Background: an optimization exercise with open tools, aiming at a short achievable clock period and few clock cycles. Do not read the settings as production practice.
Only simulation tests tie the RTL to the original design; equivalence was not proved.

==> inputs of lagoon <==
## catv_riscv
module catv_riscv #(
  parameter logic [31:0] BOOT_ADDR = 32'h0000_2000
) (
  input logic         clk_i,
  input logic         rst_ni,
  output logic [31:0] insn_addr_o,
  output logic        insn_valid_o,
  input logic         insn_ready_i,
  input logic [31:0]  insn_data_i,
  input logic         insn_rvalid_i,
  output logic [31:0] data_addr_o,
  output logic        data_wen_o,
  output logic [31:0] data_wdata_o,
  input logic         data_rvalid_i,
  input logic [31:0]  data_rdata_i,
  output logic [3:0]  data_strb_o,
  output logic        data_valid_o,
  input logic         data_ready_i,
  input logic [19:0]  hartid_i
);
==> flow/config.mk <==
export PLATFORM = sky130hd
export DESIGN_NAME = catv_riscv
export DESIGN_NICKNAME = catv_riscv
export VERILOG_FILES = /design/flow/design.v
export SDC_FILE = /design/flow/constraint.sdc
export NUM_CORES = 4
export LEC_CHECK = 0
export ABC_CLOCK_PERIOD_IN_PS = 2500
export CAP_MARGIN = 35
export CELL_PAD_IN_SITES_DETAIL_PLACEMENT = 1
export CORE_MARGIN = 2
export CORE_UTILIZATION = 35
export PLACE_DENSITY = 0.5
export SETUP_SLACK_MARGIN = 5
export SLEW_MARGIN = 35
==> flow/constraint.sdc <==
create_clock -name core_clock -period 12.5 [get_ports {clk_i}]
set_input_delay 2.5000 -clock core_clock [delete_from_list [all_inputs] [get_ports {clk_i}]]
set_output_delay 2.5000 -clock core_clock [all_outputs]
set_load 0.01 [all_outputs]
standard.sh (not shown) runs the stock make flow with config.mk's settings and CLKGATE_MAP_FILE= SYNTH_SCRIPT=/design/flow/synth_recipe.tcl, a recipe that flattens the netlist after the stock synthesis.
==> flow/flow/run.sh <==
#!/bin/bash
set -euo pipefail
MARGIN=${MARGIN:-8.5}
sed -e "s/SETUP_SLACK_MARGIN=[0-9.]*/SETUP_SLACK_MARGIN=${MARGIN}/" standard.sh > standard_margin.sh
grep -q "SETUP_SLACK_MARGIN=${MARGIN}" standard_margin.sh
bash standard_margin.sh > make.log 2>&1
==> inputs of yarrow, as changes to lagoon <==
--- a/flow/design.v
+++ b/flow/design.v
@@ -133,35 +133,57 @@
                                       input logic [31:0] m, input logic [31:0] w,
                                       input logic [31:0] wb, input logic [31:0] wb2);
     fwd = ({32{p[0]}} & r) | ({32{p[1]}} & m) | ({32{p[2]}} & w) |
           ({32{p[3]}} & wb) | ({32{p[4]}} & wb2);
   endfunction
   assign ea  = fwd(e_pa_q, e_a_q,     m_res_q, w_res_q, wb_val_q, wb2_val_q);
   assign eb  = fwd(e_pb_q, e_b_q,     m_res_q, w_res_q, wb_val_q, wb2_val_q);
   assign esd = fwd(e_ps_q, e_sdata_q, m_res_q, w_res_q, wb_val_q, wb2_val_q);
+  function automatic logic [32:0] add32(input logic [31:0] x, input logic [31:0] y,
+                                        input logic cin);
+    logic [31:0] g, p, gg, pp, g2, p2;
+    g    = x & y;
+    p    = x ^ y;
+    gg   = g;
+    gg[0] = g[0] | (p[0] & cin);
+    pp   = p;
+    for (int d = 1; d < 32; d = d * 2) begin
+      g2 = gg;
+      p2 = pp;
+      for (int i = d; i < 32; i++) begin
+        g2[i] = gg[i] | (pp[i] & gg[i-d]);
+        p2[i] = pp[i] & pp[i-d];
+      end
+      gg = g2;
+      pp = p2;
+    end
+    add32 = {gg[31], p ^ {gg[30:0], cin}};
+  endfunction
   logic [31:0] sum, sll_r, srl_r, alu_res, e_res;
   logic [32:0] srl_x;
+  logic [32:0] diff;
   logic        eq, lt, ltu, taken;
-  assign sum   = ea + (eb ^ {32{e_sub_q}}) + {31'b0, e_sub_q};
+  assign sum   = add32(ea, eb ^ {32{e_sub_q}}, e_sub_q);
+  assign diff  = add32(ea, ~eb, 1'b1);  
   assign sll_r = ea << eb[4:0];
   assign srl_x = $signed({e_sra_q & ea[31], ea}) >>> eb[4:0];
   assign srl_r = srl_x[31:0];
   assign eq    = ea == eb;
-  assign lt    = $signed(ea) < $signed(eb);
-  assign ltu   = ea < eb;
+  assign ltu   = ~diff[32];
+  assign lt    = (ea[31] ^ eb[31]) ? ea[31] : diff[31];
   assign alu_res = ({32{e_fn_add_q}}  & sum)
                  | ({32{e_fn_sll_q}}  & sll_r)
                  | ({32{e_fn_slt_q}}  & {31'b0, lt})
                  | ({32{e_fn_sltu_q}} & {31'b0, ltu})
                  | ({32{e_fn_xor_q}}  & (ea ^ eb))
                  | ({32{e_fn_srl_q}}  & srl_r)
                  | ({32{e_fn_or_q}}   & (ea | eb))
                  | ({32{e_fn_and_q}}  & (ea & eb));
-  assign e_res = alu_res | ({32{e_link_sel_q}} & e_link_q);  
+  assign e_res = e_link_sel_q ? e_link_q : alu_res;
   always_comb begin
     unique case (e_f3_q)
       3'b000:  taken = eq;
       3'b001:  taken = ~eq;
       3'b100:  taken = lt;
       3'b101:  taken = ~lt;
       3'b110:  taken = ltu;
       default: taken = ~ltu;
@@ -225,17 +247,17 @@
     if (is_store)                     d_b = s_imm;
     if (is_lui | is_auipc)            d_b = u_imm;
     if (!(is_op | is_br))             d_pb = 5'b00001;
     if (!is_store)                    d_ps = 5'b00001;
   end
   logic fn_add, fn_sll, fn_slt, fn_sltu, fn_xor, fn_srl, fn_or, fn_and, d_sub, d_sra;
   logic alu_f3;
   assign alu_f3  = is_opimm | is_op;
-  assign fn_add  = (~alu_f3 & ~is_jal & ~is_jalr) | (alu_f3 & f3 == 3'b000);
+  assign fn_add  = ~alu_f3 | f3 == 3'b000;
   assign fn_sll  = alu_f3 & f3 == 3'b001;
   assign fn_slt  = alu_f3 & f3 == 3'b010;
   assign fn_sltu = alu_f3 & f3 == 3'b011;
   assign fn_xor  = alu_f3 & f3 == 3'b100;
   assign fn_srl  = alu_f3 & f3 == 3'b101;
   assign fn_or   = alu_f3 & f3 == 3'b110;
   assign fn_and  = alu_f3 & f3 == 3'b111;
   assign d_sub   = is_op & f3 == 3'b000 & ir[30];
@@ -515,17 +537,17 @@
       e_fn_sll_q   <= fn_sll;
       e_fn_slt_q   <= fn_slt;
       e_fn_sltu_q  <= fn_sltu;
       e_fn_xor_q   <= fn_xor;
       e_fn_srl_q   <= fn_srl;
       e_fn_or_q    <= fn_or;
       e_fn_and_q   <= fn_and;
       m_res_q   <= e_res;
-      m_addr_q  <= sum;
+      if (e_valid_q & (e_load_q | e_store_q)) m_addr_q <= sum;
       m_sdata_q <= esd;
       m_wen_q   <= e_store_q;
       m_f3_q    <= e_f3_q;
       m_strb_q  <= e_f3_q[1] ? 4'b1111 : (e_f3_q[0] ? 4'b0011 : 4'b0001);
     end
     if (!w_stall) begin
       w_res_q <= m_res_q;
       w_f3_q  <= m_f3_q;
==> inputs of xenon, as changes to lagoon <==
--- a/flow/design.v
+++ b/flow/design.v
@@ -44,17 +44,17 @@
   logic [CAP-1:0] iq_pred_q;
   logic [2:0]  iq_bidx_q [0:CAP-1];
   logic        e_valid_q;
   logic        e_redir_done_q;
   logic [31:0] e_a_q, e_b_q, e_sdata_q, e_link_q;
   logic [4:0]  e_rd_q;
   logic        e_we_q, e_load_q, e_store_q, e_br_q, e_jal_q, e_jalr_q, e_pred_q, e_link_sel_q;
   logic [2:0]  e_f3_q;
-  logic        e_ceq_q, e_clt_q, e_cltu_q, e_kx_q, e_npm_q;
+  logic        e_ceq_q, e_clt_q, e_cltu_q, e_kx_q, e_npm_q, e_jnp_q;
   logic [31:0] e_pc_q;
   logic        e_bhit_q;
   logic [2:0]  e_bidx_q;
   logic        e_sub_q;
   logic        e_fn_add_q, e_fn_sll_q, e_fn_slt_q, e_fn_sltu_q, e_fn_xor_q,
                e_fn_srl_q, e_fn_or_q, e_fn_and_q, e_sra_q;
   logic        m_valid_q;
   logic [31:0] m_res_q, m_sdata_q;
@@ -117,17 +117,21 @@
                    rd != 5'd0;
   logic [31:0] i_imm, s_imm, b_imm, u_imm, j_imm;
   assign i_imm = {{20{ir[31]}}, ir[31:20]};
   assign s_imm = {{20{ir[31]}}, ir[31:25], ir[11:7]};
   assign b_imm = {{19{ir[31]}}, ir[31], ir[7], ir[30:25], ir[11:8], 1'b0};
   assign u_imm = {ir[31:12], 12'b0};
   assign j_imm = {{11{ir[31]}}, ir[31], ir[19:12], ir[20], ir[30:21], 1'b0};
   logic d_pred_static, d_pred;
-  assign d_pred_static = is_jal | (is_br & ir[31]);
+  logic d_bshort, d_jshort;
+  assign d_bshort = &{ir[31], ir[7], ir[30:28]} | ~|{ir[31], ir[7], ir[30:28]};
+  assign d_jshort = &{ir[31], ir[19:12], ir[20], ir[30:28]} |
+                    ~|{ir[31], ir[19:12], ir[20], ir[30:28]};
+  assign d_pred_static = (is_jal & d_jshort) | (is_br & ir[31] & d_bshort);
   assign d_pred        = d_bpred | d_pred_static;
   logic [31:0] d_imm, d_link, e_imm_q, e_btgt;
   assign d_imm  = is_jal ? j_imm : b_imm;
   assign d_link = dpc + 32'd4;
   logic [4:0]  e_pa_q, e_pb_q, e_ps_q;
   logic [31:0] ea, eb, esd, wb2_val_q;
   function automatic logic [31:0] fwd(input logic [4:0] p, input logic [31:0] r,
                                       input logic [31:0] m, input logic [31:0] w,
@@ -164,17 +168,17 @@
       3'b100:  taken = lt;
       3'b101:  taken = ~lt;
       3'b110:  taken = ltu;
       default: taken = ~ltu;
     endcase
   end
   logic e_mispred, e_redir;
   logic [31:0] e_tgt;
-  assign e_mispred = e_jalr_q | e_npm_q | (e_ceq_q & (eq ^ e_kx_q)) |
+  assign e_mispred = e_jalr_q | e_npm_q | e_jnp_q | (e_ceq_q & (eq ^ e_kx_q)) |
                      (e_clt_q & (lt ^ e_kx_q)) | (e_cltu_q & (ltu ^ e_kx_q));
   assign e_redir   = e_valid_q & ~e_redir_done_q & e_mispred;
   assign e_btgt    = e_pc_q + e_imm_q;
   assign e_tgt     = e_jalr_q ? {sum[31:1], 1'b0} : (e_pred_q ? e_link_q : e_btgt);
   logic [31:0] ld_val, w_val;
   always_comb begin
     unique case (w_f3_q[1:0])
       2'b00:   ld_val = {{24{~w_f3_q[2] & data_rdata_i[7]}},  data_rdata_i[7:0]};
@@ -241,51 +245,32 @@
   assign d_sub   = is_op & f3 == 3'b000 & ir[30];
   assign d_sra   = ir[30];
   logic [31:0] ain, apc;
   logic        a_jal, a_br, a_static, a_redir;
   assign ain      = insn_data_i;
   assign apc      = oq_pc_q[0];
   assign a_jal    = ain[6:0] == 7'b1101111;
   assign a_br     = ain[6:0] == 7'b1100011 && ain[14:13] != 2'b01;
-  assign a_static = a_jal | (a_br & ain[31]);
+  logic a_bshort, a_jshort;
+  assign a_bshort = &{ain[31], ain[7], ain[30:28]} | ~|{ain[31], ain[7], ain[30:28]};
+  assign a_jshort = &{ain[31], ain[19:12], ain[20], ain[30:28]} |
+                    ~|{ain[31], ain[19:12], ain[20], ain[30:28]};
+  assign a_static = (a_jal & a_jshort) | (a_br & ain[31] & a_bshort);
   assign a_redir  = resp_keep0 & ~oq_pred_q[0] & a_static & ~e_redir;
-  logic [13:0] a_blo;
-  logic [21:0] a_jlo;
-  logic [18:0] a_bup;
-  logic [10:0] a_jup;
+  logic [8:0]  a_jlo, a_blo;
+  logic [23:0] a_upm, a_upp, a_jup, a_bup;
   logic [31:0] a_tgt;
-  function automatic logic [21:0] add21(input logic [20:0] x, input logic [20:0] y);
-    logic [20:0] g, p, gg, pp, g2, p2;
-    g  = x & y;
-    p  = x ^ y;
-    gg = g;
-    pp = p;
-    for (int d = 1; d < 21; d = d * 2) begin
-      g2 = gg;
-      p2 = pp;
-      for (int i = d; i < 21; i++) begin
-        g2[i] = gg[i] | (pp[i] & gg[i-d]);
-        p2[i] = pp[i] & pp[i-d];
-      end
-      gg = g2;
-      pp = p2;
-    end
-    add21 = {gg[20], p ^ {gg[19:0], 1'b0}};
-  endfunction
-  logic [21:0] a_bsum;
-  assign a_bsum = add21({8'b0, apc[12:0]},
-                        {8'b0, ain[31], ain[7], ain[30:25], ain[11:8], 1'b0});
-  assign a_blo  = a_bsum[13:0];
-  assign a_jlo  = add21(apc[20:0], {ain[31], ain[19:12], ain[20], ain[30:21], 1'b0});
-  assign a_bup = (ain[31] ^ a_blo[13]) ? (ain[31] ? apc[31:13] - 19'd1 : apc[31:13] + 19'd1)
-                                       : apc[31:13];
-  assign a_jup = (ain[31] ^ a_jlo[21]) ? (ain[31] ? apc[31:21] - 11'd1 : apc[31:21] + 11'd1)
-                                       : apc[31:21];
-  assign a_tgt = a_jal ? {a_jup, a_jlo[20:0]} : {a_bup, a_blo[12:0]};
+  assign a_jlo = {1'b0, apc[7:0]} + {1'b0, ain[27:21], 1'b0};
+  assign a_blo = {1'b0, apc[7:0]} + {1'b0, ain[27:25], ain[11:8], 1'b0};
+  assign a_upm = apc[31:8] - 24'd1;
+  assign a_upp = apc[31:8] + 24'd1;
+  assign a_jup = (ain[31] ^ a_jlo[8]) ? (ain[31] ? a_upm : a_upp) : apc[31:8];
+  assign a_bup = (ain[31] ^ a_blo[8]) ? (ain[31] ? a_upm : a_upp) : apc[31:8];
+  assign a_tgt = a_jal ? {a_jup, a_jlo[7:0]} : {a_bup, a_blo[7:0]};
   logic        acc, redir;
   logic [31:0] tgt;
   assign acc   = fvalid_q & insn_ready_i;
   assign redir = e_redir | a_redir;
   assign tgt   = e_redir ? e_tgt : a_tgt;
   assign fpc          = fpcx_q ^ BOOT_ADDR;
   assign insn_addr_o  = fpo_q;
   logic        f_hold;
@@ -437,16 +422,17 @@
       e_jalr_q       <= 1'b0;
       e_jal_q        <= 1'b0;
       e_pred_q       <= 1'b0;
       e_ceq_q        <= 1'b0;
       e_clt_q        <= 1'b0;
       e_cltu_q       <= 1'b0;
       e_kx_q         <= 1'b0;
       e_npm_q        <= 1'b0;
+      e_jnp_q        <= 1'b0;
       e_bhit_q       <= 1'b0;
       e_rd_q         <= 5'd0;
       m_valid_q      <= 1'b0;
       m_we_q         <= 1'b0;
       m_load_q       <= 1'b0;
       m_req_q        <= 1'b0;
       m_rd_q         <= 5'd0;
       w_valid_q      <= 1'b0;
@@ -466,16 +452,17 @@
         e_jalr_q       <= d_fire0 & is_jalr;
         e_jal_q        <= d_fire0 & is_jal;
         e_pred_q       <= d_fire0 & d_pred;
         e_ceq_q        <= d_fire0 & is_br & (f3[2:1] == 2'b00);
         e_clt_q        <= d_fire0 & is_br & (f3[2:1] == 2'b10);
         e_cltu_q       <= d_fire0 & is_br & (f3[2:1] == 2'b11);
         e_kx_q         <= f3[0] ^ d_pred;
         e_npm_q        <= d_fire0 & d_pred & ~is_br & ~is_jal;
+        e_jnp_q        <= d_fire0 & ~d_pred & is_jal;
         e_bhit_q       <= d_fire0 & d_bpred;
         e_rd_q         <= rd;
       end else if (e_redir) begin
         e_redir_done_q <= 1'b1;
       end
       if (adv) begin
         m_valid_q <= e_valid_q;
         m_we_q    <= e_valid_q & e_we_q;
==> impl_metrics.tcl <==
set metrics [dict create \
    inverters 178 \
    comb.multi_input.count 6427 \
    wl_per_cell_um 43.3 \
    run_status "no timing/DRC/antenna violations" \
    dieArea_mm2 0.351 \
    yosys.area_share.simple_pct 7.96 \
    total_power_mw 38.1 \
    post_cts_buffers 671 \
    layout.cell_area.non_filler_mm2 0.158 \
    crit_start "m_res_q[4]$_DFFE_PP_" \
    drt-pass1-iter-count 13 \
    intPower_mw 21.4 \
]
[end of results for yarrow]
==> impl_metrics.tcl <==
set metrics [dict create \
    run_status "no timing/DRC/antenna violations" \
    layout.cell_area.non_filler_mm2 0.157 \
    crit_start "e_pb_q[1]$_SDFF_PN0_" \
    wl_met2_mm 281 \
    power_leader "combinational cells" \
    largestClassByArea "sequential cells" \
    dieArea_mm2 0.350 \
    comb.multi_input.count 6592 \
    wl_per_cell_um 42.3 \
    yosys.area_share.simple_pct 8.94 \
    avgSynthCellArea_um2 12.1 \
    drt-pass1-iter-count 13 \
    inverters 168 \
    intPower_mw 21.4 \
    total_power_mw 37.7 \
]
[end of results for lagoon]
==> impl_metrics.tcl <==
set metrics [dict create \
    run_status "no timing/DRC/antenna violations" \
    comb.multi_input.count 6268 \
    dieArea_mm2 0.348 \
    yosys.area_share.simple_pct 7.90 \
    drt-pass1-iter-count 10 \
    crit_start "e_pb_q[2]$_SDFF_PN0_" \
    wl_per_cell_um 43.1 \
    layout.cell_area.non_filler_mm2 0.159 \
]
[end of results for xenon]
Testbench counts of lagoon, summed over its fixed seeds: cycles 112,634.
Testbench counts of yarrow, summed over its fixed seeds: cycles 112,634.
Testbench counts of xenon, summed over its fixed seeds: cycles 112,634.

-- port drivers added, routing unchanged --
No port has a modelled driver above. Below, the same layouts with a new extraction and two added sets of constraints. Step 1, drivers: a clkbuf_16 drives clk_i and a buf_2 each remaining input, both assumed. Step 2 also shifts input and output timing later by t, the mid clock arrival at the registers, as if the neighbouring blocks saw the same clock. a / b / c = ideal / step 1 / step 2; a / b = the first two.
run	t (ns)	setup WS [ns]	cell pins on the clock port's net
lagoon	1.079	7.597 / 7.587 / 6.508	1
yarrow	1.063	6.595 / 6.595 / 6.098	1
xenon	1.031	7.672 / 7.672 / 6.830	1
After both steps setup and hold are still met in every run listed. The setup slack of lagoon, which loses most, moves by -0.010 ns with the drivers and by -1.089 ns with both steps.
